Source: an optimization exercise on an open RTL-to-GDS flow (aim: small area). Production flows keep margins and buffers that such runs may drop. Where RTL was checked, it was by simulation tests only, not by an equivalence proof against the original. Function not checked in runs 4 and 5: the RTL went through the layout flow alone. Power is estimated from default activity; no workload was simulated.

## design.v

```verilog
module Divide_By_N_Counter (clk, enable, reset, OUT, COUNT);
    input clk, enable, reset;
    output reg [3:0] COUNT;
    output OUT;
    assign OUT = &COUNT;
    always @ (posedge clk or posedge reset) begin
        if (reset)
            COUNT <= 4'b0;
        else if (enable)
            COUNT <= COUNT + 1'b1;
    end
endmodule
module ClockGenNM(clock, enable, reset, N, Nout);
    input clock, enable, reset;
    input [31:0] N;
    output reg Nout;
    reg [31:0] d;
    wire hit = (d[31:7] == 25'd0);
    wire [31:0] base = hit ? N + {25'd0, d[6:0]} : d;
    always @ (posedge clock, posedge reset)
    begin
        if (reset)
        begin
            Nout <= 1'b0;
            d    <= 32'b0;
        end
        else if (enable)
        begin
            d <= {base[31:7] - 1'b1, base[6:0]};
            if (hit)
                Nout <= ~Nout;
        end
    end
endmodule
module BAUD_GEN(clk, enable, BRD, reset, Nout);
    input clk, reset, enable;
    input [31:0] BRD;
    output Nout;
    ClockGenNM baudGen
    (
        .clock  (clk),
        .enable (enable),
        .reset  (reset),
        .N      (BRD),
        .Nout   (Nout)
    );
endmodule
module FIFO(
        output reg [8:0] DataOut,
        output     [8:0] Head,
        input      [8:0] DataIn,
        input            read, write, clk, reset, ClearOV,
        output     [2:0] states
        );
        reg [4:0] top;
        reg       OV;
        reg [143:0] Stack;            
        wire Empty = top[4];
        wire Full  = (top == 5'd15);
        assign states = {Empty, Full, OV};
        assign Head = Stack[9*top[3:0] +: 9];
        wire do_read  = read && !Empty;
        wire do_write = write && !Full;
        always @ (posedge clk)
        begin
            if (do_write)
                Stack <= {Stack[134:0], DataIn};
        end
        always @ (posedge clk, posedge reset)
        begin
            if (reset) begin
                DataOut <= 9'b0;
                top     <= 5'b11111;
                OV      <= 1'b0;
            end
            else begin
                if (do_read)
                    DataOut <= Head;
                if (do_read && !do_write)
                    top <= top - 1'b1;
                else if (do_write && !do_read)
                    top <= top + 1'b1;
                if (write && Full)
                    OV <= 1'b1;
                else if (ClearOV)
                    OV <= 1'b0;
            end
        end
endmodule
module transmitter (
    input       clk,
    input       reset,
    input       tx_tick,           
    input       tx_request,        
    input [8:0] tx_data,           
    input [1:0] parityMode,        
    input       wordSize,          
    output      tx_Ack,            
    output reg  tx_out             
    );
    parameter START = 4'd0,    
              A     = 4'd1,    
              B     = 4'd2,    
              C     = 4'd3,    
              D     = 4'd4,    
              E     = 4'd5,    
              F     = 4'd6,    
              G     = 4'd7,    
              H     = 4'd8,    
              I     = 4'd9,    
              J     = 4'd10,   
              IDLE  = 4'd11;   
    reg [3:0] state;
    reg [3:0] nextstate;
    wire clk_enable;
    assign tx_Ack = (nextstate != IDLE);
    Divide_By_N_Counter div16
    (
        .clk    (clk),
        .enable (tx_tick),
        .reset  (reset),
        .OUT    (clk_enable),
        .COUNT  ()
    );
    always @ (posedge clk or posedge reset)
    begin
        if (reset)
        begin
            state      <= IDLE;
            nextstate  <= IDLE;
            tx_out     <= 1'b1;
        end
        else if (clk_enable)
        begin
            state <= nextstate;
        end
        else
        begin
            case (state)
                IDLE: if (!tx_request) nextstate <= START;
                START: begin tx_out <= 1'b0; nextstate <= A; end
                A: begin tx_out <= tx_data[0]; nextstate <= B; end
                B: begin tx_out <= tx_data[1]; nextstate <= C; end
                C: begin tx_out <= tx_data[2]; nextstate <= D; end
                D: begin tx_out <= tx_data[3]; nextstate <= E; end
                E: begin tx_out <= tx_data[4]; nextstate <= F; end
                F: begin tx_out <= tx_data[5]; nextstate <= G; end
                G: begin
                    tx_out <= tx_data[6];
                    if (wordSize)
                        nextstate <= H;
                    else if (parityMode != 2'b0)
                        nextstate <= I;
                    else
                        nextstate <= J;
                end
                H:
                begin
                    tx_out <= tx_data[7];
                    if (parityMode != 2'b0)
                        nextstate <= I;
                    else
                        nextstate <= J;
                end
                I: begin tx_out <= tx_data[8]; nextstate <= J; end
                J: begin tx_out <= 1'b1; nextstate <= IDLE; end
                default: nextstate <= IDLE;
            endcase
        end
    end
endmodule
module reciever (
    input       clk,
    input       reset,
    input       rx_tick,           
    input [1:0] parityMode,        
    input       wordSize,          
    output reg  FE,                
    input       clearFE,
    input       rxIn_pin,          
    output      rx_done,           
    output reg [8:0] rx_data       
    );
    parameter FINDFALLINGEDGE = 4'd0,
              VERIFYSTART     = 4'd1,
              B0              = 4'd2,
              B6              = 4'd8,
              B7              = 4'd9,
              BP              = 4'd10,
              STOP            = 4'd11,
              IDLE            = 4'd12;
    reg [3:0] state;
    reg [3:0] nextstate;
    reg [3:0] phase;
    reg bit7, bit8, bit9;
    wire maj = (bit7 & bit8) | (bit8 & bit9) | (bit9 & bit7);
    wire last_phase = (phase == 4'd15);
    wire in_bit = (state >= VERIFYSTART) && (state <= STOP);
    assign rx_done = rx_tick && (state == STOP) && last_phase;
    always @ (posedge clk or posedge reset)
    begin
        if (reset)
            FE <= 1'b0;
        else if (rx_done && !maj)
            FE <= 1'b1;
        else if (clearFE)
            FE <= 1'b0;
    end
    always @ (posedge clk or posedge reset)
    begin
        if (reset)
        begin
            state     <= IDLE;
            nextstate <= IDLE;
            phase     <= 4'b0;
            rx_data   <= 9'b0;
            bit7      <= 1'b0;
            bit8      <= 1'b0;
            bit9      <= 1'b0;
        end
        else if (rx_tick)
        begin
            state <= nextstate;
            if (state == IDLE)
            begin
                if (rxIn_pin)
                    phase <= phase + 1'b1;
                else
                    phase <= 4'd0;
                if (phase >= 4'd8)
                    nextstate <= FINDFALLINGEDGE;
            end
            else if (state == FINDFALLINGEDGE)
            begin
                if (!rxIn_pin)
                begin
                    nextstate <= VERIFYSTART;
                    phase <= 4'd0;
                end
            end
            else if (in_bit)
            begin
                phase <= phase + 1'b1;
                if (phase == 4'd7)
                    bit7 <= rxIn_pin;
                if (phase == 4'd8)
                    bit8 <= rxIn_pin;
                if (phase == 4'd9)
                    bit9 <= rxIn_pin;
                if (last_phase)
                begin
                    if (state == VERIFYSTART)
                        nextstate <= maj ? IDLE : B0;
                    else if (state < B6)
                    begin
                        rx_data[state - B0] <= maj;
                        nextstate <= state + 1'b1;
                    end
                    else if (state == B6)
                    begin
                        rx_data[6] <= maj;
                        if (!wordSize && parityMode == 2'b0)
                        begin
                            rx_data[8:7] <= 2'b00;
                            nextstate <= STOP;
                        end
                        else if (wordSize)
                            nextstate <= B7;
                        else
                            nextstate <= BP;
                    end
                    else if (state == B7)
                    begin
                        rx_data[7] <= maj;
                        if (parityMode != 2'b0)
                            nextstate <= BP;
                        else
                        begin
                            rx_data[8] <= 1'b0;
                            nextstate <= STOP;
                        end
                    end
                    else if (state == BP)
                    begin
                        rx_data[8] <= maj;
                        nextstate <= STOP;
                    end
                    else
                        nextstate <= IDLE;
                end
            end
            else
                nextstate <= IDLE;
        end
    end
endmodule
module uart (
    clk,
    reset,
    address,
    chipselect,
    writedata,
    readdata,
    write,
    read,
    uart_clk_out,
    uart_rx,
    uart_tx
);
    input   clk, reset;
    input            read, write, chipselect;
    input [2:0]      address;
    input [31:0]     writedata;
    output reg [31:0] readdata;
    input        uart_rx;
    output       uart_clk_out;
    output       uart_tx;
    reg [8:0]  latch_data;
    reg [6:0]  STATUS;
    reg [31:0] CONTROL;
    reg [31:0] BRD;
    reg last_write;
    reg last_read;
    reg wrFIFO;
    reg rdFIFO;
    reg W1C_STROBE;
    reg clr_rxo, clr_txo, clr_fe;
    wire [8:0] rx_head;
    wire [8:0] tx_word;
    wire [2:0] states_txfifo;
    wire [2:0] states_rxfifo;
    wire       FE;
    wire sel = chipselect;
    wire wr_data = write && sel && (address == 3'd0) && !last_write;
    wire wr_stat = write && sel && (address == 3'd1) && !W1C_STROBE;
    wire wr_ctrl = write && sel && (address == 3'd2);
    wire wr_brd  = write && sel && (address == 3'd3);
    wire rd_data = read && sel && (address == 3'd0) && !last_read;
    always @ (posedge clk or posedge reset)
    begin
        if (reset)
        begin
            last_write <= 1'b0;
            last_read  <= 1'b0;
        end
        else
        begin
            last_write <= write;
            last_read  <= read;
        end
    end
    always @ (posedge clk or posedge reset)
    begin
        if (reset)
        begin
            readdata <= 32'b0;
            rdFIFO   <= 1'b0;
        end
        else
        begin
            rdFIFO <= rd_data;
            if (read && sel && (address == 3'd1))
                readdata <= {25'b0, STATUS};
            else if (read && sel && (address == 3'd2))
                readdata <= CONTROL;
            else if (read && sel && (address == 3'd3))
                readdata <= BRD;
            else if (rdFIFO)
                readdata <= {23'b0, states_rxfifo[2] ? 9'b0 : rx_head};
        end
    end
    always @ (posedge clk or posedge reset)
    begin
        if (reset)
            STATUS <= 7'b010_0100;
        else if (W1C_STROBE)
            STATUS <= STATUS & ~{clr_fe, 2'b00, clr_txo, 2'b00, clr_rxo};
        else
            STATUS <= {FE, states_txfifo, states_rxfifo};
    end
    always @ (posedge clk or posedge reset)
    begin
        if (reset)
        begin
            latch_data <= 9'b0;
            wrFIFO     <= 1'b0;
            CONTROL    <= 32'd0;
            BRD        <= 32'b0;
            W1C_STROBE <= 1'b0;
            clr_rxo    <= 1'b0;
            clr_txo    <= 1'b0;
            clr_fe     <= 1'b0;
        end
        else
        begin
            if (wr_data)
                latch_data <= writedata[8:0];
            wrFIFO <= wr_data;
            W1C_STROBE <= wr_stat && (writedata[0] || writedata[3] || writedata[6] || writedata[7]);
            clr_rxo    <= wr_stat && writedata[0];
            clr_txo    <= wr_stat && writedata[3];
            clr_fe     <= wr_stat && writedata[6];
            if (wr_ctrl)
                CONTROL <= writedata;
            else
                CONTROL[4] <= uart_clk_out;
            if (wr_brd)
                BRD <= writedata;
        end
    end
    wire baud;
    reg  baud_q;
    BAUD_GEN baudGen
    (
        .clk    (clk),
        .enable (CONTROL[3]),
        .reset  (reset),
        .BRD    (BRD),
        .Nout   (baud)
    );
    assign uart_clk_out = baud;
    always @ (posedge clk or posedge reset)
    begin
        if (reset)
            baud_q <= 1'b0;
        else
            baud_q <= baud;
    end
    wire tick = baud && !baud_q;
    wire tx_Ack;
    reg  last_tx_Ack;
    reg  rd_tx_fifo;
    wire rx_done;
    reg  rx_done_q;
    reg  wr_rx_fifo;
    always @ (posedge clk or posedge reset)
    begin
        if (reset)
        begin
            last_tx_Ack <= 1'b0;
            rd_tx_fifo  <= 1'b0;
            rx_done_q   <= 1'b0;
            wr_rx_fifo  <= 1'b0;
        end
        else
        begin
            last_tx_Ack <= tx_Ack;
            rd_tx_fifo  <= tx_Ack & !last_tx_Ack;
            rx_done_q   <= rx_done;
            wr_rx_fifo  <= rx_done_q;
        end
    end
    transmitter tx
    (
        .clk        (clk),
        .reset      (reset),
        .tx_tick    (tick),
        .tx_request (STATUS[5]),
        .tx_data    (tx_word),
        .parityMode (CONTROL[2:1]),
        .wordSize   (CONTROL[0]),
        .tx_Ack     (tx_Ack),
        .tx_out     (uart_tx)
    );
    FIFO txfifo
    (
        .DataIn   (latch_data),
        .DataOut  (tx_word),
        .Head     (),
        .write    (wrFIFO),
        .read     (rd_tx_fifo),
        .clk      (clk),
        .reset    (reset),
        .states   (states_txfifo),
        .ClearOV  (clr_txo)
    );
    wire [8:0] received;
    reciever rx
    (
        .clk        (clk),
        .reset      (reset),
        .rx_tick    (tick),
        .parityMode (CONTROL[2:1]),
        .wordSize   (CONTROL[0]),
        .FE         (FE),
        .clearFE    (clr_fe),
        .rxIn_pin   (uart_rx),
        .rx_done    (rx_done),
        .rx_data    (received)
    );
    FIFO rxfifo
    (
        .DataIn   (received),
        .DataOut  (),
        .Head     (rx_head),
        .write    (wr_rx_fifo),
        .read     (rdFIFO),
        .clk      (clk),
        .reset    (reset),
        .states   (states_rxfifo),
        .ClearOV  (clr_rxo)
    );
endmodule
```

## run.sh

```bash
#!/bin/bash
# synth_recipe.tcl (not shown) runs the flow's synth.tcl, then flattens the netlist and writes it again
# the make line also repeats each setting of config.mk as NAME=value (left out here)
make -C /OpenROAD-flow-scripts/flow DESIGN_CONFIG=/design/flow/config.mk WORK_HOME=/design/flow/orfs CLKGATE_MAP_FILE= SYNTH_SCRIPT=/design/flow/synth_recipe.tcl finish
```

## constraint.sdc

```tcl
create_clock -name core_clock -period 10.0 [get_ports {clk}]
set_input_delay 2.0000 -clock core_clock [delete_from_list [all_inputs] [get_ports {clk}]]
set_output_delay 2.0000 -clock core_clock [all_outputs]
set_load 0.01 [all_outputs]
```

## config.mk

```make
export PLATFORM = sky130hd
export DESIGN_NAME = uart
export DESIGN_NICKNAME = uart
export VERILOG_FILES = /design/flow/design.v
export SDC_FILE = /design/flow/constraint.sdc
export NUM_CORES = 4
export LEC_CHECK = 0
export ABC_AREA = 1
export CAP_MARGIN = 20
export CORE_MARGIN = 2
export CORE_UTILIZATION = 65
export PLACE_DENSITY = 0.75
export SLEW_MARGIN = 20
```

==> results.cfg, run 1 <==
[floorplanning]
die_h_um = 192
initial_utilization_pct = 66.4
core_area_um2 = 34700
ios = 75
die_area_um2 = 37000
rows = 68
die_w_um = 192

[grt]
gr-usage-all-layers_pct = 30.4
grt_start_max_net_pins = 143
grt_pass1_wl_mm = 87.3
grt_pass1_vias = 16700
antenna_found_initial = 0
grt_overflow_total = 0

[cells_and_area]
final_util_pct = 74.6
fin_nets = 2477
drive_gt1_share_pct = 8.43
nFillCells = 2400
final_area_um2 = 25900
synthToLayoutAreaGrowth_pct = 12.3
diodes = 0
stdcell_count = 2899
layout_common_cells = nand2_1 (478), o21ai_0 (308), edfxtp_1 (288)
final_common_cell = nand2_1

[cts]
clk_pin_slew_ps = 60
cts_buffers = 50
post_cts_buffers = 0
htreeDepth = 2
clk_latency_ps = 590
hold_buffers = 0
cts_root_buf = clkbuf_16
tritoncts = done
cts-resized-gates = 0
clk_path_buf_depth = 3
clkSinkCount = 505

[run_status]
outcome = timing/DRC/antenna clean

[worst_hold_path]
whs_path_depth = 0
holdPathEnd = wr_rx_fifo$_DFF_PP0_
hold_start = rx_done_q$_DFF_PP0_
min_path_type = register to register

[logic_synthesis]
yosys_warnings = 6
syn_area_per_cell_um2 = 9.80
seq_area_frac_synth_pct = 61.2
ys_async_sr_fraction_pct = 43.0
yosys.cell_types.count = 55
synth_top_area_cell = edfxtp_1
synth_nets = 2426
syn_inst = 2354
netlist_area_um2 = 23100
yosysTopAreaCellShare_pct = 37.5
synth_edf_count = 288
yosys-top-cells-area = edfxtp_1 (37%), dfrtp_1 (21%), nand2_1 (7.8%)
synth_ff_type = edfxtp_1
ys_ff_latch = 505

[timing]
slew_violations = 0
clock.fmax_ghz = 0.226
fin_tns_setup_ps = 0
worst_pin_slew_ps = 1060
holdWs_ps = 346
period_minus_slack_ps = 4430
max_slew_margin_pct = 29.2
finalHoldViolations = 0
finalCritPeriodShare_pct = 44.3
grt_setup_unrepaired = no
skew_ps = 13.3
setup-violations-final = 0

[critical_path]
cpMaxStageDelayCell = nand2_1
ff2ff_path_depth = 15
path_max_fanout = 22
crit_chain = clkdlybuf4s50_1 > inv_1 > nor3_1 > nand2_1 > inv_1 > nor4_2 > nor2_1 > clkinv_1 > a31oi_1 > o21ai_0 > nand2_1
startpoint_type = primary input
crit_path_end_kind = register
critPathRequiredTime_ps = 10530
ff2ff_setup_slack_ps = 5610
r2r_start = txfifo.top[1]$_DFFE_PP1P_
critical_path_class = primary input to register
path_delay_family = buffers and inverters
critPathMaxStageDelay_ps = 600
arrival_ps = 4960
crit_buf_inv = 4
reg2reg_to = txfifo.top[4]$_DFFE_PP1P_

[pwr]
leakage_nw = 10.5
vdd_ir_drop_max_uv = 187
power.density_nw_per_um2 = 239

[placement]
port_buffers = 74
dp.cells = 2807
dpl.hpwl_mm = 36.1
gp_congestion = 0.925
post_dp_cell_area_um2 = 24200

[drt]
wire_per_inst_um = 18.9
viasPerCell = 5.97
dr.first_iter.drc_count = 1740
routed-via-count = 17300
routed_wl_mm = 54.8
drtPass1Iterations = 6
antenna_left = 0
drc = 0

[job]
drv_cap = 0
routing by layer:
metal | vias up | GRT usage [%] | wire length, um
li1 | 8147 | - | -
met5 | - | 0 | 0
met4 | 0 | 10.4 | 1580
met3 | 115 | 4.75 | 4090
met1 | 8305 | 43.6 | 23600
met2 | 739 | 47.8 | 25600
kinds of logic after synthesis:
logic type	after synthesis	synth area share [%]
AND/OR/NAND/NOR	995	18.8
flip-flops	505	61.2
AO/OA/AOI/OAI	483	11.9
buffers and inverters	313	5.26
adder cells (fa/ha/maj)	31	1.78
XOR/XNOR	25	0.949
multiplexers	2	0.0922
area by class of cell:
| type | instances | area (um2) | share of cell area (%) |
|---|---|---|---|
| clock inverter | 28 | 378 | 1.46 |
| inverter | 221 | 837 | 3.23 |
| clock buffer | 63 | 1330 | 5.14 |
| sequential | 505 | 14100 | 54.5 |
| multi-input combinational | 1536 | 7770 | 30.0 |
| tap | 455 | 569 | 2.20 |
| timing repair buffer | 91 | 901 | 3.48 |
Yosys cell counts, types with 4 or more instances:
master / count
edfxtp_1: 288
a22oi_1: 4
o221ai_1: 39
nor2_2: 13
clkinv_1: 8
nor3_1: 13
o21ai_1: 12
o22ai_1: 38
a31oi_1: 16
xnor2_1: 7
nor2_1: 273
dfrtp_1: 194
nand4_1: 26
inv_1: 199
nand2_4: 5
dfstp_2: 23
a21oi_1: 24
clkbuf_1: 80
nand3_2: 7
nand2_1: 479
o21ai_0: 308
xor2_1: 18
nand2_2: 20
o211ai_1: 28
nor2_4: 12
inv_2: 14
ha_1: 28
nand3_1: 126
registers in the layout, indices dropped and copies added, names as in the netlist, 7 cells and up:
| register | cells |
|---|---|
| rxfifo.Stack | 144 |
| BRD | 32 |
| CONTROL | 32 |
| latch_data | 9 |
| baudGen.baudGen.d | 32 |
| rx.rx_data | 9 |
| STATUS | 7 |
| txfifo.Stack | 144 |
| readdata | 32 |
| txfifo.DataOut | 9 |
worst register-to-register path: stages (launching register included):
cell      delay [ps]
dfstp_2         1040
inv_1            450
buf_4            360
nor3_1           560
nor2_4            30
buf_4            350
inv_1            180
ha_1             240
inv_1            110
fa_1             420
nor2_1           130
a211oi_1          70
nand2_1           70
nand2_1           50
nor2_1           110
xor2_1           160
power by group:
part	switching (W)	internal [W]	total (W)
Clock	0.000802	0.00115	0.00196
Sequential	0.000237	0.00241	0.00264
Combinational	0.00106	0.000534	0.00159
through the flow:
stage                     worst slack [ps]  power, W
after global routing                  5220   0.00652
after CTS                             5660   0.00621
final                                 5570   0.00619
after detailed placement              5040   0.00424
after floorplan                       1120   0.00372
after global placement                5160   0.00418
worst max-delay path by stage:
| stage | start | endpoint | slack, ps | cells after the start |
|---|---|---|---|---|
| 2_1_floorplan | txfifo.top[0]$_DFFE_PP1P_ | txfifo.top[4]$_DFFE_PP1P_ | 1120 | 14 |
| 3_3_place_gp | address[1] | readdata[7]$_DFFE_PP0P_ | 5160 | 11 |
| 3_5_place_dp | address[1] | readdata[7]$_DFFE_PP0P_ | 5040 | 11 |
| 4_1_cts | txfifo.top[1]$_DFFE_PP1P_ | txfifo.top[4]$_DFFE_PP1P_ | 5660 | 15 |
| 5_1_grt | txfifo.top[1]$_DFFE_PP1P_ | txfifo.top[4]$_DFFE_PP1P_ | 5220 | 15 |
| 6_report | address[1] | readdata[8]$_DFFE_PP0P_ | 5570 | 11 |
==> run 2, diff against run 1 <==
--- a/config.mk
+++ b/config.mk
@@ -8,6 +8,6 @@
 export ABC_AREA = 1
 export CAP_MARGIN = 20
 export CORE_MARGIN = 2
-export CORE_UTILIZATION = 65
-export PLACE_DENSITY = 0.75
+export CORE_UTILIZATION = 40
+export PLACE_DENSITY = 0.6
 export SLEW_MARGIN = 20
==> results.cfg, run 2 <==
[run_status]
outcome = timing/DRC/antenna clean

[logic_synthesis]
synth_top_area_cell = edfxtp_1
synth_edf_count = 288
yosys_warnings = 6
yosysTopAreaCellShare_pct = 37.5
ys_ff_latch = 505
yosysMostFrequentCell = nand2_1
synth_nets = 2426
yosys-top-cells-area = edfxtp_1 (37%), dfrtp_1 (21%), nand2_1 (7.8%)
syn_inst = 2354
synth.top_cells.by_count = nand2_1 (479), o21ai_0 (308), edfxtp_1 (288), nor2_1 (273), inv_1 (199)
syn_area_per_cell_um2 = 9.80
seq_area_frac_synth_pct = 61.2
yosys.cell_types.count = 55
netlist_area_um2 = 23100
ys_async_sr_fraction_pct = 43.0
synth_ff_type = edfxtp_1

[drt]
drtPass1Iterations = 5
drc = 0
routed_wl_mm = 57.1
highest_layer = met4
wirelength_met1_mm = 26.5
wl_met2_mm = 25.4
routed-via-count = 16900
viasPerCell = 5.26
dr_wl_met3_mm = 3.18
wire_per_inst_um = 17.7
dr.first_iter.drc_count = 1477
antenna_left = 0

[timing]
finalHoldViolations = 0
max_slew_margin_pct = 30.8
period_minus_slack_ps = 4610
finalCritPeriodShare_pct = 46.1
worst_pin_slew_ps = 1040
fin_tns_setup_ps = 0
skew_ps = 19.5
setup-violations-final = 0
clock.fmax_ghz = 0.217
grt_setup_unrepaired = no
slew_violations = 0

[grt]
gr-usage-all-layers_pct = 19.4
grt_pass1_wl_mm = 92.2
grt_start_max_net_pins = 136
antenna_found_initial = 2
grt_pass1_vias = 16600
grt_overflow_total = 0

[critical_path]
path_max_fanout = 22
arrival_ps = 5130
critical_path_class = primary input to register
crit_path_end_kind = register
ff2ff_path_depth = 14
crit_chain = clkdlybuf4s50_1 > inv_1 > nor3_1 > nand2_1 > inv_1 > nor4_2 > nor2_1 > clkinv_1 > a31oi_1 > o21ai_0 > nand2_1
critPathRequiredTime_ps = 10530
startpoint_type = primary input
cpMaxStageDelayCell = nand2_1
critPathMaxStageDelay_ps = 660

[pwr]
leakage_nw = 10.6
power_w = 0.00631
power.density_nw_per_um2 = 239
vdd_ir_drop_max_uv = 140

[floorplanning]
die_h_um = 244
die_w_um = 244
die_area_um2 = 59600
ios = 75
initial_utilization_pct = 40.2
core_area_um2 = 57400
rows = 88

[cells_and_area]
synthToLayoutAreaGrowth_pct = 14.5
fin_nets = 2483
final_common_cell = nand2_1
diodes = 0
layout_common_cells = nand2_1 (478), o21ai_0 (308), edfxtp_1 (288)
nFillCells = 5326
reg_top3 = rxfifo.Stack (144), txfifo.Stack (144)
drive_gt1_share_pct = 8.88

[cts]
clkSinkCount = 505
hold_buffers = 0
post_cts_buffers = 0
cts_buffers = 54
clk_latency_ps = 600
htreeDepth = 2
clk_path_buf_depth = 3
cts_root_buf = clkbuf_16
cts-resized-gates = 0
clk_pin_slew_ps = 60
tritoncts = done

[worst_hold_path]
min_path_type = register to register
whs_path_depth = 0

[placement]
dpl.hpwl_mm = 37.9
port_buffers = 74
gp_congestion = 0.871

[job]
drv_cap = 0
[run 2: area by class of cell]
type	count	area (um2)	share of cell area (%)
Sequential cell	505	14100	53.4
Multi-Input combinational cell	1536	7780	29.5
Timing Repair Buffer	93	887	3.36
Clock buffer	70	1490	5.65
Inverter	221	837	3.17
Clock inverter	29	337	1.27
Tap cell	765	957	3.63
[run 2: final timing paths]
| kind | slack [ps] | start | to |
|---|---|---|---|
| worst max-delay path | 5390 | address[1] | readdata[8]$_DFFE_PP0P_ |
| worst min-delay path | 350 | rx_done_q$_DFF_PP0_ | wr_rx_fifo$_DFF_PP0_ |
| worst max register to register | 6190 | txfifo.top[0]$_DFFE_PP1P_ | txfifo.top[4]$_DFFE_PP1P_ |
| worst min register to register | 350 | rx_done_q$_DFF_PP0_ | wr_rx_fifo$_DFF_PP0_ |
| max in group asynchronous | 6580 | reset | CONTROL[28]$_DFFE_PP0P_ |
| min in group asynchronous | 1970 | reset | rx.state[0]$_DFFE_PP0P_ |
[run 2: stage by stage]
step                cell area (um2)  hold slack [ps]  setup WS, ps  utilization (%)  cells
finish                        26400              350          5390             46.0   3219
global route                  26400              365          5140             46.0   3219
CTS                           26400              355          5590             46.0   3219
global placement              24600              337          5020             42.8   3120
detailed placement            24600              342          4960             42.8   3120
floorplan                     23100              331          1120                -   2354
[run 2: cells by family (layout without fill, tap and decap cells)]
kind of cell / count (synthesis) / after routing / synth area share (%)
AOI/OAI and AO/OA: 483 / 483 / 11.9
xor gates and xnor gates: 25 / 25 / 0.949
adders and majority gates: 31 / 31 / 1.78
buffers and inverters: 313 / 413 / 5.26
DFF: 505 / 505 / 61.2
muxes: 2 / 2 / 0.0922
and+or+nand+nor: 995 / 995 / 18.8
[run 2: where the power goes]
group	switching, W	total (W)	internal, W	leakage, nW
registers	0.000220	0.00263	0.00241	5.29
logic	0.00108	0.00162	0.000536	4.42
clock network	0.000832	0.00206	0.00123	0.905
total	0.00213	0.00631	0.00417	10.6
[run 2: metal layers]
metal  track usage (%)  up-vias
met3              3.83      103
li1                  -     8161
met4              6.92        0
met1              27.4     8190
met5                 0        -
met2              29.8      464
[run 2: worst max-delay path: cells and delay by family]
kind            cells  cell delay, ps
compound gates      2             310
buf+inv             4            1520
simple gates        5            1280
==> run 3, diff against run 2 <==
--- a/config.mk
+++ b/config.mk
@@ -5,7 +5,6 @@
 export SDC_FILE = /design/flow/constraint.sdc
 export NUM_CORES = 4
 export LEC_CHECK = 0
-export ABC_AREA = 1
 export CAP_MARGIN = 20
 export CORE_MARGIN = 2
 export CORE_UTILIZATION = 40
==> results.cfg, run 3 <==
[cts]
htreeDepth = 2
clkSinkCount = 505
cts_root_buf = clkbuf_16
clk_path_buf_depth = 3
cts_buffers = 52
tritoncts = done
cts-resized-gates = 0
hold_buffers = 0
post_cts_buffers = 0
clk_pin_slew_ps = 60
clk_latency_ps = 610

[timing]
finalCritPeriodShare_pct = 45.3
clock.fmax_ghz = 0.221
skew_ps = 28.7
max_slew_margin_pct = 27.5
period_minus_slack_ps = 4530
grt_setup_unrepaired = no
finalHoldViolations = 0
fin_tns_setup_ps = 0
setup-violations-final = 0
worst_pin_slew_ps = 1090
slew_violations = 0

[logic_synthesis]
syn_area_per_cell_um2 = 14.7
yosys-top-cells-area = edfxtp_1 (39%), dfrtp_1 (22%), mux4_2 (9.3%)
synth_ff_type = edfxtp_1
yosysMostFrequentCell = edfxtp_1
seq_area_frac_synth_pct = 63.9
yosysTopAreaCellShare_pct = 39.2
ys_async_sr_fraction_pct = 43.0
synth_top_area_cell = edfxtp_1
netlist_area_um2 = 22100
yosys.cell_types.count = 77
yosys_warnings = 6
synth_edf_count = 288
synth.top_cells.by_count = edfxtp_1 (288), dfrtp_1 (194), mux2_2 (96), mux4_2 (91), nand2_1 (85)
synth_nets = 1573
ys_ff_latch = 505
syn_inst = 1501

[pwr]
leakage_nw = 9.31
vdd_ir_drop_max_uv = 126
power.density_nw_per_um2 = 239
power_w = 0.00608

[grt]
grt_overflow_total = 0
grt_start_max_net_pins = 141
grt_pass1_wl_mm = 75.9
antenna_found_initial = 2
gr-usage-all-layers_pct = 17.0
grt_pass1_vias = 13100

[floorplanning]
rows = 86
initial_utilization_pct = 40.3
die_area_um2 = 57100
ios = 75
die_h_um = 239
die_w_um = 239
core_area_um2 = 54900

[critical_path]
path_max_fanout = 8
crit_path_end_kind = register
critical_path_class = register to register
crit_start = BRD[0]$_DFFE_PP0P_
reg2reg_to = baudGen.baudGen.d[31]$_DFFE_PP0P_
startpoint_type = register
worstSetupEndpoint = baudGen.baudGen.d[31]$_DFFE_PP0P_
critPathMaxStageDelay_ps = 550
critPathRequiredTime_ps = 10530
arrival_ps = 5070
r2r_start = BRD[0]$_DFFE_PP0P_
ff2ff_setup_slack_ps = 5470
cpMaxStageDelayCell = nor3_1
ff2ff_path_depth = 18
crit_chain = ha_1 > inv_1 > fa_1 > nand2b_1 > a21o_1 > mux2i_1 > nor3_1 > nor2_1 > nor2_1 > ha_1 > nand3b_1 > a211oi_1 > a211oi_1 > nor4_2 > o2111ai_1 > nor3_1 > and3_1 > xnor2_1

[cells_and_area]
final_common_cell = edfxtp_1
drive_gt1_share_pct = 20.7
reg_top3 = rxfifo.Stack (144), txfifo.Stack (144)
nFillCells = 4771
layout_common_cells = edfxtp_1 (288), dfrtp_1 (194), mux2_2 (96)
fin_nets = 1639
synthToLayoutAreaGrowth_pct = 14.9
diodes = 0

[drt]
antenna_left = 0
drc = 0
dr.first_iter.drc_count = 1180
routed-via-count = 13200
viasPerCell = 5.72
drtPass1Iterations = 6
routed_wl_mm = 48.1
wire_per_inst_um = 20.8

[worst_hold_path]
min_path_type = register to register

[run_status]
outcome = timing/DRC/antenna clean

[placement]
gp_congestion = 0.879
port_buffers = 74
dpl.hpwl_mm = 30.3

[job]
drv_cap = 0
[run 3: logic make-up (layout without fill, tap and decap cells)]
family | count (synthesis) | count (layout) | synth area share [%]
adder cells (fa/ha/maj) | 32 | 32 | 1.90
flip-flops | 505 | 505 | 63.9
buffers and inverters | 147 | 257 | 2.58
AND/OR/NAND/NOR | 312 | 312 | 7.26
XOR/XNOR | 39 | 39 | 1.55
multiplexers | 196 | 196 | 14.6
AO/OA/AOI/OAI | 270 | 270 | 8.27
[run 3: stage by stage]
stage | cells | setup WS (ps) | hold slack [ps] | area [um2] | utilization (%)
detailed placement | 2215 | 5240 | 342 | 23600 | 43.0
finish | 2315 | 5470 | 349 | 25400 | 46.3
global placement | 2214 | 5430 | 332 | 23500 | 42.9
global route | 2315 | 4990 | 381 | 25400 | 46.3
CTS | 2313 | 5510 | 355 | 25300 | 46.1
floorplan | 1501 | 2100 | 331 | 22100 | -
[run 3: worst min path at each step]
stage                              from                    to  cells past startpoint
global placement    rx_done_q$_DFF_PP0_  wr_rx_fifo$_DFF_PP0_                      0
finish              rx_done_q$_DFF_PP0_  wr_rx_fifo$_DFF_PP0_                      0
detailed placement  rx_done_q$_DFF_PP0_  wr_rx_fifo$_DFF_PP0_                      0
CTS                 rx_done_q$_DFF_PP0_  wr_rx_fifo$_DFF_PP0_                      0
floorplan           rx_done_q$_DFF_PP0_  wr_rx_fifo$_DFF_PP0_                      0
global route        rx_done_q$_DFF_PP0_  wr_rx_fifo$_DFF_PP0_                      0
[run 3: per-layer routing]
metal,vias to the layer above,part of all wire [%],track usage [%]
li1,5945,-,-
met1,6880,48,25.6
met2,349,45,25.4
met3,74,4.9,2.52
met4,0,2.3,5.38
met5,-,0,0
[run 3: area by class of cell]
cell class                 instances  area, um2  area share (%)
clock buffer                      73       1460            5.75
timing repair buffer              90        913            3.60
sequential                       505      14100            55.6
tap                              704        881            3.47
inverter                          69        272            1.07
multi-input combinational        849       7460            29.4
clock inverter                    25        287            1.13
[run 3: power by group]
| group | switching (W) | total, W | internal (W) |
|---|---|---|---|
| clock network | 0.000834 | 0.00199 | 0.00115 |
| logic | 0.000679 | 0.00139 | 0.000708 |
| registers | 0.000283 | 0.00270 | 0.00242 |
[run 3: critical path, delay by kind of cell (launching register included)]
family | cells | cell delay (ps)
buffers and inverters | 1 | 70
adder cells (fa/ha/maj) | 3 | 870
multiplexers | 1 | 170
flip-flops | 1 | 360
AND/OR/NAND/NOR | 8 | 1940
AO/OA/AOI/OAI | 4 | 960
XOR/XNOR | 1 | 110
==> run 4, diff against run 3 <==
--- a/design.v
+++ b/design.v
@@ -87,6 +87,52 @@
             end
         end
 endmodule
+module TXFIFO(
+        output reg [8:0] DataOut,
+        input      [8:0] DataIn,
+        input            read, wreq, clk, reset, ClearOV,
+        output     [2:0] states
+        );
+        reg [4:0] top;                
+        reg       pend;
+        reg       ovset;
+        reg       OV;
+        reg [143:0] Stack;            
+        wire Empty = pend ? (top == 5'd0) : top[4];
+        wire Full  = !pend && (top == 5'd15);
+        assign states = {Empty, Full, OV};
+        wire do_read = read && !Empty;
+        wire shift   = wreq && !((top == 5'd15) && !do_read);
+        always @ (posedge clk)
+        begin
+            if (shift)
+                Stack <= {Stack[134:0], DataIn};
+        end
+        always @ (posedge clk, posedge reset)
+        begin
+            if (reset) begin
+                DataOut <= 9'b0;
+                top     <= 5'b11111;
+                pend    <= 1'b0;
+                ovset   <= 1'b0;
+                OV      <= 1'b0;
+            end
+            else begin
+                pend  <= shift;
+                ovset <= wreq && !shift;
+                if (do_read)
+                    DataOut <= Stack[9*top[3:0] +: 9];
+                if (do_read && !shift)
+                    top <= top - 1'b1;
+                else if (shift && !do_read)
+                    top <= top + 1'b1;
+                if (ovset)
+                    OV <= 1'b1;
+                else if (ClearOV)
+                    OV <= 1'b0;
+            end
+        end
+endmodule
 module transmitter (
     input       clk,
     input       reset,
@@ -315,13 +361,11 @@
     input        uart_rx;
     output       uart_clk_out;
     output       uart_tx;
-    reg [8:0]  latch_data;
     reg [6:0]  STATUS;
     reg [31:0] CONTROL;
     reg [31:0] BRD;
     reg last_write;
     reg last_read;
-    reg wrFIFO;
     reg rdFIFO;
     reg W1C_STROBE;
     reg clr_rxo, clr_txo, clr_fe;
@@ -382,8 +426,6 @@
     begin
         if (reset)
         begin
-            latch_data <= 9'b0;
-            wrFIFO     <= 1'b0;
             CONTROL    <= 32'd0;
             BRD        <= 32'b0;
             W1C_STROBE <= 1'b0;
@@ -393,9 +435,6 @@
         end
         else
         begin
-            if (wr_data)
-                latch_data <= writedata[8:0];
-            wrFIFO <= wr_data;
             W1C_STROBE <= wr_stat && (writedata[0] || writedata[3] || writedata[6] || writedata[7]);
             clr_rxo    <= wr_stat && writedata[0];
             clr_txo    <= wr_stat && writedata[3];
@@ -462,12 +501,11 @@
         .tx_Ack     (tx_Ack),
         .tx_out     (uart_tx)
     );
-    FIFO txfifo
+    TXFIFO txfifo
     (
-        .DataIn   (latch_data),
+        .DataIn   (writedata[8:0]),
         .DataOut  (tx_word),
-        .Head     (),
-        .write    (wrFIFO),
+        .wreq     (wr_data),
         .read     (rd_tx_fifo),
         .clk      (clk),
         .reset    (reset),
--- a/config.mk
+++ b/config.mk
@@ -7,6 +7,7 @@
 export LEC_CHECK = 0
 export CAP_MARGIN = 20
 export CORE_MARGIN = 2
-export CORE_UTILIZATION = 40
-export PLACE_DENSITY = 0.6
+export CORE_UTILIZATION = 65
+export CTS_BUF_LIST = sky130_fd_sc_hd__clkbuf_4
+export PLACE_DENSITY = 0.75
 export SLEW_MARGIN = 20
==> results.cfg, run 4 <==
[run_status]
outcome = timing/DRC/antenna clean

[placement]
pre_cts_slack_ps = 4880
dpl.hpwl_mm = 28.8
gp_congestion = 0.869
dp.cells = 1961
port_buffers = 74

[drt]
viasPerCell = 6.18
dr.first_iter.drc_count = 1195
antenna_left = 0
drc = 0
wire_per_inst_um = 20.6
routed-via-count = 13600
drtPass1Iterations = 6
routed_wl_mm = 45.2

[logic_synthesis]
ys_async_sr_fraction_pct = 42.1
synth_ff_type = edfxtp_1
yosys_warnings = 7
yosys.cell_types.count = 82
synth_nets = 1576
synth_top_area_cell = edfxtp_1
ys_ff_latch = 497
syn_inst = 1504
seq_area_frac_synth_pct = 63.1
synth_edf_count = 288
yosysTopAreaCellShare_pct = 39.2
yosysMostFrequentCell = edfxtp_1
synth.top_cells.by_count = edfxtp_1 (288), dfrtp_1 (186), nand2_1 (101), mux2_2 (97), mux4_2 (91)
netlist_area_um2 = 22100
yosys-top-cells-area = edfxtp_1 (39%), dfrtp_1 (21%), mux4_2 (9.3%)
syn_area_per_cell_um2 = 14.7

[pwr]
power.density_nw_per_um2 = 228
p_sw_share_pct = 30.4
clockPowerShare_pct = 30.5
combPwrFrac_pct = 23.2
switching_power_w = 0.00172
internal_power_w = 0.00394
vdd_ir_drop_max_uv = 165
power_frac_seq_pct = 46.3
leakage_nw = 9.17

[cells_and_area]
layout_common_cells = edfxtp_1 (288), clkbuf_4 (189), dfrtp_1 (186)
fin_nets = 1708
reg_top3 = rxfifo.Stack (144), txfifo.Stack (144)
synthToLayoutAreaGrowth_pct = 12.4
final_common_cell = edfxtp_1
stdcell_count = 2191
drive_gt1_share_pct = 26.0

[job]
drv_cap = 0

[critical_path]
arrival_ps = 5490
critical_path_class = register to register
path_max_fanout = 11
critPathRequiredTime_ps = 10690
crit_path_end_kind = register
startpoint_type = register

[floorplanning]
core_area_um2 = 33400
ios = 75
die_w_um = 188
rows = 67
die_h_um = 188
die_area_um2 = 35400
initial_utilization_pct = 65.9

[cts]
tritoncts = done
clk_path_buf_depth = 3
clkSinkCount = 497
post_cts_buffers = 0
hold_buffers = 0
clk_pin_slew_ps = 70
cts-resized-gates = 0
cts_buffers = 121
htreeDepth = 3
cts_root_buf = clkbuf_4
clk_latency_ps = 840

[grt]
grt_pass1_vias = 13500
antenna_found_initial = 4
grt_overflow_total = 0
gr-usage-all-layers_pct = 27.1
grt_start_max_net_pins = 105
grt_pass1_wl_mm = 74.4

[timing]
skew_ps = 42.4
max_slew_margin_pct = 30.0
holdWs_ps = 353
fin_tns_setup_ps = 0
setup-violations-final = 0
slew_violations = 0
finalHoldViolations = 0
grt_setup_unrepaired = no
layout_setup_ws_ps = 5200
worst_pin_slew_ps = 1050
clock.fmax_ghz = 0.208
period_minus_slack_ps = 4800
finalCritPeriodShare_pct = 48.0

[worst_hold_path]
min_path_type = register to register
[run 4: changes by cell type after synthesis, moves of 6 or more]
cell	before	now
xor2_1	16	24
dfrtp_1	194	186
inv_1	68	44
nand2_1	85	101
a222oi_1	23	0
o21ai_0	76	84
a22oi_1	21	10
nand3b_1	7	1
mux2i_1	9	38
[run 4: power groups by stage]
stage / clock network [W] / registers (W) / logic (W)
after CTS: 0.00178 / 0.00262 / 0.00132
after global routing: 0.00188 / 0.00266 / 0.00145
final: 0.00173 / 0.00262 / 0.00131
after floorplan: 0 / 0.00252 / 0.00106
after detailed placement: 0 / 0.00266 / 0.00131
after global placement: 0 / 0.00265 / 0.00129
[run 4: worst paths after layout]
path	cells past startpoint	slack [ps]	end	from
worst min-delay path	0	350	wr_rx_fifo$_DFF_PP0_	rx_done_q$_DFF_PP0_
max in group asynchronous	4	6440	BRD[8]$_DFFE_PP0P_	reset
worst max register to register	16	5200	baudGen.baudGen.d[31]$_DFFE_PP0P_	BRD[0]$_DFFE_PP0P_
min in group asynchronous	2	1710	readdata[23]$_DFFE_PP0P_	reset
worst min register to register	0	350	wr_rx_fifo$_DFF_PP0_	rx_done_q$_DFF_PP0_
worst max-delay path	16	5200	baudGen.baudGen.d[31]$_DFFE_PP0P_	BRD[0]$_DFFE_PP0P_
[run 4: per-stage QoR]
stage	power, W	cell area (um2)	util, %
floorplan	0.00358	22100	-
global placement	0.00394	23100	69.2
detailed placement	0.00397	23100	69.2
CTS	0.00572	24800	74.1
global route	0.00599	24800	74.1
finish	0.00566	24800	74.1
[run 4: layout make-up]
type / count / area, um2
Antenna cell: 1 / 2.50
Clock buffer: 189 / 1420
Clock inverter: 40 / 224
Fill cell: 2115 / 8660
Inverter: 44 / 178
Multi-Input combinational cell: 883 / 7640
Sequential cell: 497 / 13900
Tap cell: 448 / 561
Timing Repair Buffer: 89 / 852
[run 4: cells by family after synthesis]
group	after synthesis	share of synthesized area, %
XOR/XNOR	48	1.91
adder cells (fa/ha/maj)	32	1.91
AND/OR/NAND/NOR	332	7.75
multiplexers	226	16.0
flip-flops	497	63.1
AO/OA/AOI/OAI	245	7.10
buffers and inverters	124	2.30
[run 4: critical path, stage by stage, from the launching register on]
cell,delay [ps]
dfrtp_1,390
ha_1,250
fa_1,470
a211o_1,350
a21boi_2,430
nor2_1,250
nand2_1,150
xnor2_1,70
a21oi_1,180
ha_1,200
nor2b_1,230
nand3_1,120
a211oi_2,330
nand3_1,340
nor3_1,540
nand4_1,180
xor2_1,180
[run 4: per-layer routing]
metal	GRT usage [%]	vias to the layer above	wire [um]
li1	-	6119	-
met1	40.7	6851	20300
met2	39.7	495	20800
met3	6.95	79	3270
met4	8.06	6	835
met5	0	-	40
==> run 5, diff against run 4 <==
--- a/config.mk
+++ b/config.mk
@@ -8,6 +8,7 @@
 export CAP_MARGIN = 20
 export CORE_MARGIN = 2
 export CORE_UTILIZATION = 65
-export CTS_BUF_LIST = sky130_fd_sc_hd__clkbuf_4
+export CTS_BUF_LIST = sky130_fd_sc_hd__clkbuf_2
+export CTS_CLUSTER_SIZE = 10
 export PLACE_DENSITY = 0.75
 export SLEW_MARGIN = 20
==> results.cfg, run 5 <==
[run_status]
outcome = timing/DRC/antenna clean

[logic_synthesis]
syn_area_per_cell_um2 = 14.7
yosysMostFrequentCell = edfxtp_1
synth_top_area_cell = edfxtp_1
yosys.cell_types.count = 82
syn_inst = 1504
synth_edf_count = 288
synth_ff_type = edfxtp_1
ys_ff_latch = 497
seq_area_frac_synth_pct = 63.1
netlist_area_um2 = 22100
yosysTopAreaCellShare_pct = 39.2
synth_nets = 1576
ys_async_sr_fraction_pct = 42.1
yosys-top-cells-area = edfxtp_1 (39%), dfrtp_1 (21%), mux4_2 (9.3%)
synth.top_cells.by_count = edfxtp_1 (288), dfrtp_1 (186), nand2_1 (101), mux2_2 (97), mux4_2 (91)
yosys_warnings = 7

[timing]
holdWs_ps = 364
finalCritPeriodShare_pct = 47.7
finalHoldViolations = 0
clock.fmax_ghz = 0.210
period_minus_slack_ps = 4770
grt_setup_unrepaired = no
setup-violations-final = 0
max_slew_margin_pct = 31.8
slew_violations = 0
fin_tns_setup_ps = 0
skew_ps = 45.9
worst_pin_slew_ps = 1020

[critical_path]
critPathMaxStageDelay_ps = 500
r2r_start = BRD[0]$_DFFE_PP0P_
arrival_ps = 5680
crit_chain = ha_1 > fa_1 > a211o_1 > a21boi_2 > nor2_1 > nand2_1 > xnor2_1 > a21oi_1 > ha_1 > nor2b_1 > nand3_1 > a211oi_2 > nand3_1 > nor3_1 > nand4_1 > xor2_1
critical_path_class = register to register
startpoint_type = register
cpMaxStageDelayCell = nor3_1
crit_path_end_kind = register
reg2reg_to = baudGen.baudGen.d[31]$_DFFE_PP0P_
ff2ff_path_depth = 16
path_max_fanout = 11
critPathRequiredTime_ps = 10910
ff2ff_setup_slack_ps = 5230

[grt]
antenna_found_initial = 4
grt_start_max_net_pins = 105
gr-usage-all-layers_pct = 26.6
grt_pass1_wl_mm = 73.3
grt_pass1_vias = 13400
grt_overflow_total = 0

[placement]
gp_congestion = 0.869
port_buffers = 74
dpl.hpwl_mm = 28.8
dp.cells = 1961

[cts]
tritoncts = done
clk_latency_ps = 1040
cts_root_buf = clkbuf_2
post_cts_buffers = 0
clkSinkCount = 497
hold_buffers = 0
cts-resized-gates = 0
cts_buffers = 119
clk_path_buf_depth = 3
htreeDepth = 3
clk_pin_slew_ps = 120

[cells_and_area]
reg_top3 = rxfifo.Stack (144), txfifo.Stack (144)
synthToLayoutAreaGrowth_pct = 9.98
final_common_cell = edfxtp_1
drive_gt1_share_pct = 25.6
fin_nets = 1706
final_util_pct = 72.5
stdcell_count = 2186
layout_common_cells = edfxtp_1 (288), dfrtp_1 (186), clkbuf_2 (181)

[floorplanning]
rows = 67
die_w_um = 188
die_h_um = 188
core_area_um2 = 33400
ios = 75
die_area_um2 = 35400
initial_utilization_pct = 65.9

[drt]
drc = 0
viasPerCell = 6.14
dr.first_iter.drc_count = 1269
drtPass1Iterations = 5
routed-via-count = 13400
wire_per_inst_um = 20.4
routed_wl_mm = 44.7
antenna_left = 0

[worst_hold_path]
holdPathEnd = wr_rx_fifo$_DFF_PP0_
min_path_type = register to register
hold_start = rx_done_q$_DFF_PP0_
whs_path_depth = 0

[pwr]
leakage_nw = 9.05
vdd_ir_drop_max_uv = 134
power.density_nw_per_um2 = 216

[job]
drv_cap = 0
==> run 5: cell counts after synthesis <==
No cell type changed its count.
==> run 5: power breakdown <==
part           total [W]  internal (W)  switching [W]
Clock            0.00131      0.000513       0.000798
Sequential       0.00262       0.00235       0.000268
Combinational    0.00131      0.000674       0.000636
==> run 5: logic make-up (layout without fill, tap and decap cells) <==
group | Yosys count | count (layout) | share of synthesized area, %
adder cells (fa/ha/maj) | 32 | 32 | 1.91
AO/OA/AOI/OAI | 245 | 245 | 7.10
buffers and inverters | 124 | 357 | 2.30
AND/OR/NAND/NOR | 332 | 332 | 7.75
flip-flops | 497 | 497 | 63.1
other | 0 | 1 | 0
multiplexers | 226 | 226 | 16.0
XOR/XNOR | 48 | 48 | 1.91
==> run 5: per-layer routing <==
metal  vias up  global-route usage (%)  wire length [um]
met5         -                       0                44
met4         6                    7.24               744
met3        68                    7.15              3190
met2       440                    39.2             20600
met1      6788                    39.8             20100
li1       6113                       -                 -
==> run 5: layout make-up <==
cell class | count | area, um2
clock inverter | 43 | 205
fill | 2206 | 9200
timing repair buffer | 89 | 852
tap | 448 | 561
clock buffer | 181 | 906
antenna | 1 | 2.50
inverter | 44 | 178
sequential | 497 | 13900
multi-input combinational | 883 | 7640
==> run 5: through the flow <==
step	setup slack [ps]	area [um2]	total power, W
global placement	4980	23100	0.00394
detailed placement	4880	23100	0.00397
CTS	5310	24200	0.00530
finish	5230	24300	0.00524
floorplan	2330	22100	0.00358
global route	4750	24300	0.00557
==> run 5: worst max-delay path by stage <==
| stage | from | endpoint | cells after the start |
|---|---|---|---|
| after global routing | BRD[0]$_DFFE_PP0P_ | baudGen.baudGen.d[31]$_DFFE_PP0P_ | 16 |
| after CTS | BRD[0]$_DFFE_PP0P_ | baudGen.baudGen.d[31]$_DFFE_PP0P_ | 16 |
| after detailed placement | address[2] | txfifo.Stack[35]$_DFFE_PP_ | 6 |
| after global placement | address[2] | txfifo.Stack[98]$_DFFE_PP_ | 6 |
| after floorplan | reset | BRD[0]$_DFFE_PP0P_ | 1 |
| final | BRD[0]$_DFFE_PP0P_ | baudGen.baudGen.d[31]$_DFFE_PP0P_ | 16 |
==> run 5: critical path: cells and delay by family, from the launching register on <==
| family | cells | cell delay, ps |
|---|---|---|
| AO/OA/AOI/OAI | 4 | 1310 |
| XOR/XNOR | 2 | 240 |
| adder cells (fa/ha/maj) | 3 | 920 |
| flip-flops | 1 | 410 |
| AND/OR/NAND/NOR | 7 | 1760 |
==> run 6, diff against run 5 <==
--- a/design.v
+++ b/design.v
@@ -15,8 +15,11 @@
     input [31:0] N;
     output reg Nout;
     reg [31:0] d;
-    wire hit = (d[31:7] == 25'd0);
-    wire [31:0] base = hit ? N + {25'd0, d[6:0]} : d;
+    wire        hit  = ~|d[31:7];
+    wire [7:0]  slo  = {1'b0, N[6:0]} + {1'b0, d[6:0]};
+    wire [24:0] hi   = hit ? N[31:7] : d[31:7];
+    wire [24:0] hi_n = (hit && slo[7]) ? N[31:7] : hi - 1'b1;
+    wire [6:0]  lo_n = hit ? slo[6:0] : d[6:0];
     always @ (posedge clock, posedge reset)
     begin
         if (reset)
@@ -26,7 +29,7 @@
         end
         else if (enable)
         begin
-            d <= {base[31:7] - 1'b1, base[6:0]};
+            d <= {hi_n, lo_n};
             if (hit)
                 Nout <= ~Nout;
         end
--- a/config.mk
+++ b/config.mk
@@ -8,7 +8,8 @@
 export CAP_MARGIN = 20
 export CORE_MARGIN = 2
 export CORE_UTILIZATION = 65
-export CTS_BUF_LIST = sky130_fd_sc_hd__clkbuf_2
-export CTS_CLUSTER_SIZE = 10
+export CTS_BUF_LIST = sky130_fd_sc_hd__clkbuf_8
+export CTS_CLUSTER_DIAMETER = 50
+export CTS_CLUSTER_SIZE = 14
 export PLACE_DENSITY = 0.75
 export SLEW_MARGIN = 20
==> results.cfg, run 6 <==
[cts]
hold_buffers = 0
cts_buffers = 47
clk_pin_slew_ps = 90
clk_latency_ps = 630
cts-resized-gates = 0
htreeDepth = 2
cts_root_buf = clkbuf_8
clk_path_buf_depth = 3
post_cts_buffers = 0
clkSinkCount = 497
tritoncts = done

[grt]
grt_pass1_vias = 13000
antenna_found_initial = 0
gr-usage-all-layers_pct = 25.8
grt_pass1_wl_mm = 71.2
grt_overflow_total = 0
grt_start_max_net_pins = 136

[logic_synthesis]
syn_inst = 1488
yosys.cell_types.count = 88
ys_async_sr_fraction_pct = 42.1
ys_ff_latch = 497
yosys-top-cells-area = edfxtp_1 (40%), dfrtp_1 (21%), mux4_2 (9.4%)
synth.top_cells.by_count = edfxtp_1 (288), dfrtp_1 (186), nand2_1 (121), o21ai_0 (97), mux4_2 (91)
synth_ff_type = edfxtp_1
netlist_area_um2 = 21900
syn_area_per_cell_um2 = 14.7
yosysTopAreaCellShare_pct = 39.5
seq_area_frac_synth_pct = 63.5
synth_edf_count = 288
synth_top_area_cell = edfxtp_1
yosysMostFrequentCell = edfxtp_1
synth_nets = 1560
yosys_warnings = 7

[pwr]
leakage_nw = 8.45
power.density_nw_per_um2 = 211
internal_power_w = 0.00356
switching_power_w = 0.00151
clockPowerShare_pct = 26.5
combPwrFrac_pct = 22.2
power_frac_seq_pct = 51.3
p_sw_share_pct = 29.8
vdd_ir_drop_max_uv = 176

[timing]
slew_violations = 0
setup-violations-final = 0
worst_pin_slew_ps = 1050
period_minus_slack_ps = 5120
grt_setup_unrepaired = no
skew_ps = 27.8
finalCritPeriodShare_pct = 51.2
fin_tns_setup_ps = 0
holdWs_ps = 372
clock.fmax_ghz = 0.195
finalHoldViolations = 0
max_slew_margin_pct = 30.1

[job]
drv_cap = 0

[floorplanning]
rows = 67
die_w_um = 188
ios = 75
die_area_um2 = 35200
initial_utilization_pct = 65.6
core_area_um2 = 33400
die_h_um = 188

[cells_and_area]
nFillCells = 2221
synthToLayoutAreaGrowth_pct = 9.94
layout_common_cells = edfxtp_1 (288), dfrtp_1 (186), nand2_1 (121)
fin_nets = 1626
drive_gt1_share_pct = 20.3
diodes = 0
final_common_cell = edfxtp_1
reg_top3 = rxfifo.Stack (144), txfifo.Stack (144)

[critical_path]
arrival_ps = 5350
path_delay_family = buffers and inverters
cpMaxStageDelayCell = buf_4
critical_path_class = primary input to register
startpoint_type = primary input
crit_buf_inv = 3
crit_path_end_kind = register
critPathRequiredTime_ps = 10240
crit_chain = clkdlybuf4s50_1 > nor2b_1 > nand2_1 > or4_1 > nand2b_1 > inv_4 > buf_4
critPathMaxStageDelay_ps = 870
path_max_fanout = 82

[placement]
gp_congestion = 0.889
port_buffers = 74
dpl.hpwl_mm = 28.3

[drt]
routed_wl_mm = 44.2
viasPerCell = 6.38
routed-via-count = 13000
drc = 0
antenna_left = 0
wire_per_inst_um = 21.7
drtPass1Iterations = 6
dr.first_iter.drc_count = 1203

[worst_hold_path]
min_path_type = register to register

[run_status]
outcome = timing/DRC/antenna clean
run 6: changes by cell type after synthesis, sizes merged, moves of 5 or more:
cell and change:
xnor2 -10, nor4 -6, nand2 +21, inv -8, mux2 -12, nand4 -12
a21o +10, buf -12, o21ai +15, nand2b +7, xor2 -14, a31oi +5
run 6: cells by family after synthesis:
group                      synth area share [%]
DFF                                        63.5
and+or+nand+nor                            7.57
AOI/OAI and AO/OA                          8.40
muxes                                      15.5
buffers and inverters                      2.20
adders and majority gates                  1.87
xor gates and xnor gates                  0.960
run 6: path summary, 6_finish.rpt:
path | startpoint | endpoint | slack (ps) | cells after the start
setup / recovery | chipselect | txfifo.Stack[43]$_DFFE_PP_ | 4880 | 7
hold / removal | rx_done_q$_DFF_PP0_ | wr_rx_fifo$_DFF_PP0_ | 370 | 0
setup reg to reg | txfifo.top[1]$_DFFE_PP1P_ | txfifo.Stack[43]$_DFFE_PP_ | 5760 | 7
hold reg to reg | rx_done_q$_DFF_PP0_ | wr_rx_fifo$_DFF_PP0_ | 370 | 0
max in group asynchronous | reset | BRD[31]$_DFFE_PP0P_ | 6500 | 3
min in group asynchronous | reset | BRD[25]$_DFFE_PP0P_ | 1990 | 2
run 6: final cells by class:
cell class / instances / area [um2] / area share (%)
Clock buffer: 51 / 702 / 2.92
Tap cell: 448 / 561 / 2.33
Clock inverter: 37 / 343 / 1.42
Timing Repair Buffer: 88 / 881 / 3.66
Sequential cell: 497 / 13900 / 57.8
Multi-Input combinational cell: 883 / 7520 / 31.3
Inverter: 37 / 151 / 0.629
run 6: per-stage QoR:
stage	std cells	total power (W)	setup WS (ps)	cell area, um2	util (%)
2_1_floorplan	1488	0.00343	2330	21900	-
3_3_place_gp	1951	0.00374	4390	23000	68.8
3_5_place_dp	1951	0.00377	4310	23000	68.8
4_1_cts	2039	0.00512	5000	24000	72.0
5_1_grt	2041	0.00533	4710	24100	72.1
6_report	2041	0.00507	4880	24100	72.1
run 6: power by group through the flow:
stage / Combinational [W] / Clock, W / Sequential [W]
after floorplan: 0.000912 / 0 / 0.00252
after global placement: 0.00110 / 0 / 0.00263
after detailed placement: 0.00113 / 0 / 0.00264
after CTS: 0.00114 / 0.00138 / 0.00260
after global routing: 0.00124 / 0.00145 / 0.00263
final: 0.00113 / 0.00134 / 0.00260
run 6: routing by layer:
| metal | global-route usage [%] | routed length, um |
|---|---|---|
| met5 | 0 | 0 |
| met4 | 8.06 | 1140 |
| met3 | 3.71 | 2860 |
| met2 | 38.9 | 20500 |
| met1 | 39.7 | 19700 |
==> run 7, diff against run 6 <==
--- a/config.mk
+++ b/config.mk
@@ -8,8 +8,6 @@
 export CAP_MARGIN = 20
 export CORE_MARGIN = 2
 export CORE_UTILIZATION = 65
-export CTS_BUF_LIST = sky130_fd_sc_hd__clkbuf_8
-export CTS_CLUSTER_DIAMETER = 50
-export CTS_CLUSTER_SIZE = 14
+export CTS_BUF_LIST = sky130_fd_sc_hd__clkbuf_4
 export PLACE_DENSITY = 0.75
 export SLEW_MARGIN = 20
==> results.cfg, run 7 <==
[grt]
grt_start_max_net_pins = 136
grt_overflow_total = 0
grt_pass1_wl_mm = 72.8
gr-usage-all-layers_pct = 26.5
grt_pass1_vias = 13800
antenna_found_initial = 2

[placement]
dpl.hpwl_mm = 28.3
gp_congestion = 0.889
port_buffers = 74
post_dp_cell_area_um2 = 23000
pre_cts_slack_ps = 4310

[timing]
grt_setup_unrepaired = no
max_slew_margin_pct = 32.6
skew_ps = 37.6
clock.fmax_ghz = 0.204
finalCritPeriodShare_pct = 49.1
fin_tns_setup_ps = 0
worst_pin_slew_ps = 1010
finalHoldViolations = 0
period_minus_slack_ps = 4910
layout_setup_ws_ps = 5090
slew_violations = 0
setup-violations-final = 0

[drt]
drtPass1Iterations = 8
wire_per_inst_um = 20.6
viasPerCell = 6.19
dr.first_iter.drc_count = 1108
routed_wl_mm = 45.1
antenna_left = 0
drc = 0
routed-via-count = 13500

[critical_path]
ff2ff_setup_slack_ps = 5820
crit_path_end_kind = register
ff2ff_path_depth = 7
critical_path_class = primary input to register
crit_start = chipselect
worstSetupEndpoint = txfifo.Stack[125]$_DFFE_PP_
startpoint_type = primary input
path_max_fanout = 82
critPathRequiredTime_ps = 10400
reg2reg_to = txfifo.Stack[125]$_DFFE_PP_
arrival_ps = 5310
r2r_start = txfifo.top[1]$_DFFE_PP1P_

[logic_synthesis]
synth_edf_count = 288
syn_area_per_cell_um2 = 14.7
syn_inst = 1488
yosysTopAreaCellShare_pct = 39.5
yosys.cell_types.count = 88
synth_nets = 1560
ys_ff_latch = 497
yosys_warnings = 7
netlist_area_um2 = 21900
synth_ff_type = edfxtp_1
synth_top_area_cell = edfxtp_1
yosysMostFrequentCell = edfxtp_1
ys_async_sr_fraction_pct = 42.1
yosys-top-cells-area = edfxtp_1 (40%), dfrtp_1 (21%), mux4_2 (9.4%)
seq_area_frac_synth_pct = 63.5
synth.top_cells.by_count = edfxtp_1 (288), dfrtp_1 (186), nand2_1 (121), o21ai_0 (97), mux4_2 (91)

[cells_and_area]
nFillCells = 2205
synthToLayoutAreaGrowth_pct = 12.8
layout_common_cells = edfxtp_1 (288), clkbuf_4 (191), dfrtp_1 (186)
drive_gt1_share_pct = 26.1
final_common_cell = edfxtp_1
fin_nets = 1700
final_area_um2 = 24700
reg_top3 = rxfifo.Stack (144), txfifo.Stack (144)

[floorplanning]
rows = 67
die_w_um = 188
ios = 75
die_h_um = 188
initial_utilization_pct = 65.6
die_area_um2 = 35200
core_area_um2 = 33400

[cts]
cts_root_buf = clkbuf_4
clk_latency_ps = 800
htreeDepth = 3
clkSinkCount = 497
hold_buffers = 0
tritoncts = done
clk_pin_slew_ps = 70
cts_buffers = 121
clk_path_buf_depth = 3
cts-resized-gates = 0
post_cts_buffers = 0

[pwr]
leakage_nw = 8.85
power.density_nw_per_um2 = 222
vdd_ir_drop_max_uv = 154

[job]
drv_cap = 0

[worst_hold_path]
min_path_type = register to register

[run_status]
outcome = timing/DRC/antenna clean
## run 7: critical path, stage by stage
cell,delay (ps)
clkdlybuf4s50_1,450
nor2b_1,330
nand2_1,260
or4_1,520
nand2b_1,230
inv_4,570
buf_4,890
## run 7: final cells by class
type | count | area [um2] | share of cell area (%)
Clock inverter | 38 | 225 | 0.912
Inverter | 37 | 151 | 0.613
Sequential cell | 497 | 13900 | 56.3
Clock buffer | 191 | 1430 | 5.81
Timing Repair Buffer | 88 | 881 | 3.57
Multi-Input combinational cell | 883 | 7520 | 30.5
Antenna cell | 2 | 5.00 | 0.0203
Tap cell | 448 | 561 | 2.27
## run 7: worst min path at each step
stage / startpoint / end / slack (ps) / depth (start not counted)
3_5_place_dp: rx_done_q$_DFF_PP0_ / wr_rx_fifo$_DFF_PP0_ / 350 / 0
6_report: rx_done_q$_DFF_PP0_ / wr_rx_fifo$_DFF_PP0_ / 390 / 0
3_3_place_gp: rx_done_q$_DFF_PP0_ / wr_rx_fifo$_DFF_PP0_ / 340 / 0
4_1_cts: rx_done_q$_DFF_PP0_ / wr_rx_fifo$_DFF_PP0_ / 400 / 0
5_1_grt: rx_done_q$_DFF_PP0_ / wr_rx_fifo$_DFF_PP0_ / 400 / 0
2_1_floorplan: rx_done_q$_DFF_PP0_ / wr_rx_fifo$_DFF_PP0_ / 330 / 0
## run 7: cell families (layout without fill, tap and decap cells)
logic type,count (synthesis),after routing,share of synthesized area [%]
flip-flops,497,497,63.5
other,0,2,0
adder cells (fa/ha/maj),31,31,1.87
multiplexers,214,214,15.5
AO/OA/AOI/OAI,286,286,8.40
XOR/XNOR,24,24,0.960
buffers and inverters,108,354,2.20
AND/OR/NAND/NOR,328,328,7.57
## run 7: where the power goes
part           internal, W  switching [W]
registers          0.00234       0.000266
logic             0.000587       0.000540
clock network     0.000943       0.000798
total              0.00387        0.00160
## run 7: layer usage
| metal | vias up | global-route usage [%] | routed length, um |
|---|---|---|---|
| met2 | 476 | 39.0 | 20700 |
| li1 | 6116 | - | - |
| met3 | 88 | 5.97 | 2900 |
| met1 | 6829 | 38.9 | 20200 |
| met4 | 0 | 11.2 | 1260 |
| met5 | - | 0 | 0 |
## run 7: metrics by stage
| stage | hold WS (ps) | instances | utilization (%) | power [W] |
|---|---|---|---|---|
| floorplan | 331 | 1488 | - | 0.00343 |
| finish | 386 | 2184 | 74.0 | 0.00547 |
| CTS | 404 | 2180 | 73.8 | 0.00553 |
| global placement | 336 | 1951 | 68.8 | 0.00374 |
| detailed placement | 353 | 1951 | 68.8 | 0.00377 |
| global route | 405 | 2184 | 74.0 | 0.00578 |

==> separate check: timing with driven ports <==
The results above use ideal ports. As a check the final layouts listed here were re-extracted and re-timed, cells and wires unchanged. Step 1 assumes that a clkbuf_16 drives the clock port and a buf_2 every other input. Step 2, shift: input delay + t, output delay - t, t = (earliest + latest rising clock arrival at the registers) / 2. This alone moves slack from input paths to output paths. a / b / c = ideal ports / drivers / drivers and shift; a / b = the first two.
| run | shift t [ns] | setup WS [ns] | hold WS [ns] | worst data-port slew with drivers (ns) |
|---|---|---|---|---|
| run 1 | 0.643 | 5.574 / 5.607 / 4.964 | 0.346 / 0.346 / 0.346 | 0.04 |
| run 2 | 0.648 | 5.392 / 5.430 / 4.782 | 0.350 / 0.350 / 0.350 | 0.04 |
| run 3 | 0.660 | 5.468 / 5.468 / 5.468 | 0.349 / 0.349 / 0.349 | 0.09 |
| run 4 | 0.867 | 5.196 / 5.196 / 5.089 | 0.353 / 0.353 / 0.353 | 0.07 |
| run 5 | 1.054 | 5.233 / 5.233 / 5.068 | 0.364 / 0.364 / 0.364 | 0.07 |
| run 6 | 0.667 | 4.884 / 4.908 / 4.241 | 0.372 / 0.372 / 0.372 | 0.07 |
| run 7 | 0.832 | 5.088 / 5.113 / 4.281 | 0.386 / 0.386 / 0.386 | 0.10 |
After both steps setup and hold are still met in every run listed. For run 7, which loses most, drivers alone change the setup slack by +0.025 ns; drivers and shift together by -0.807 ns.
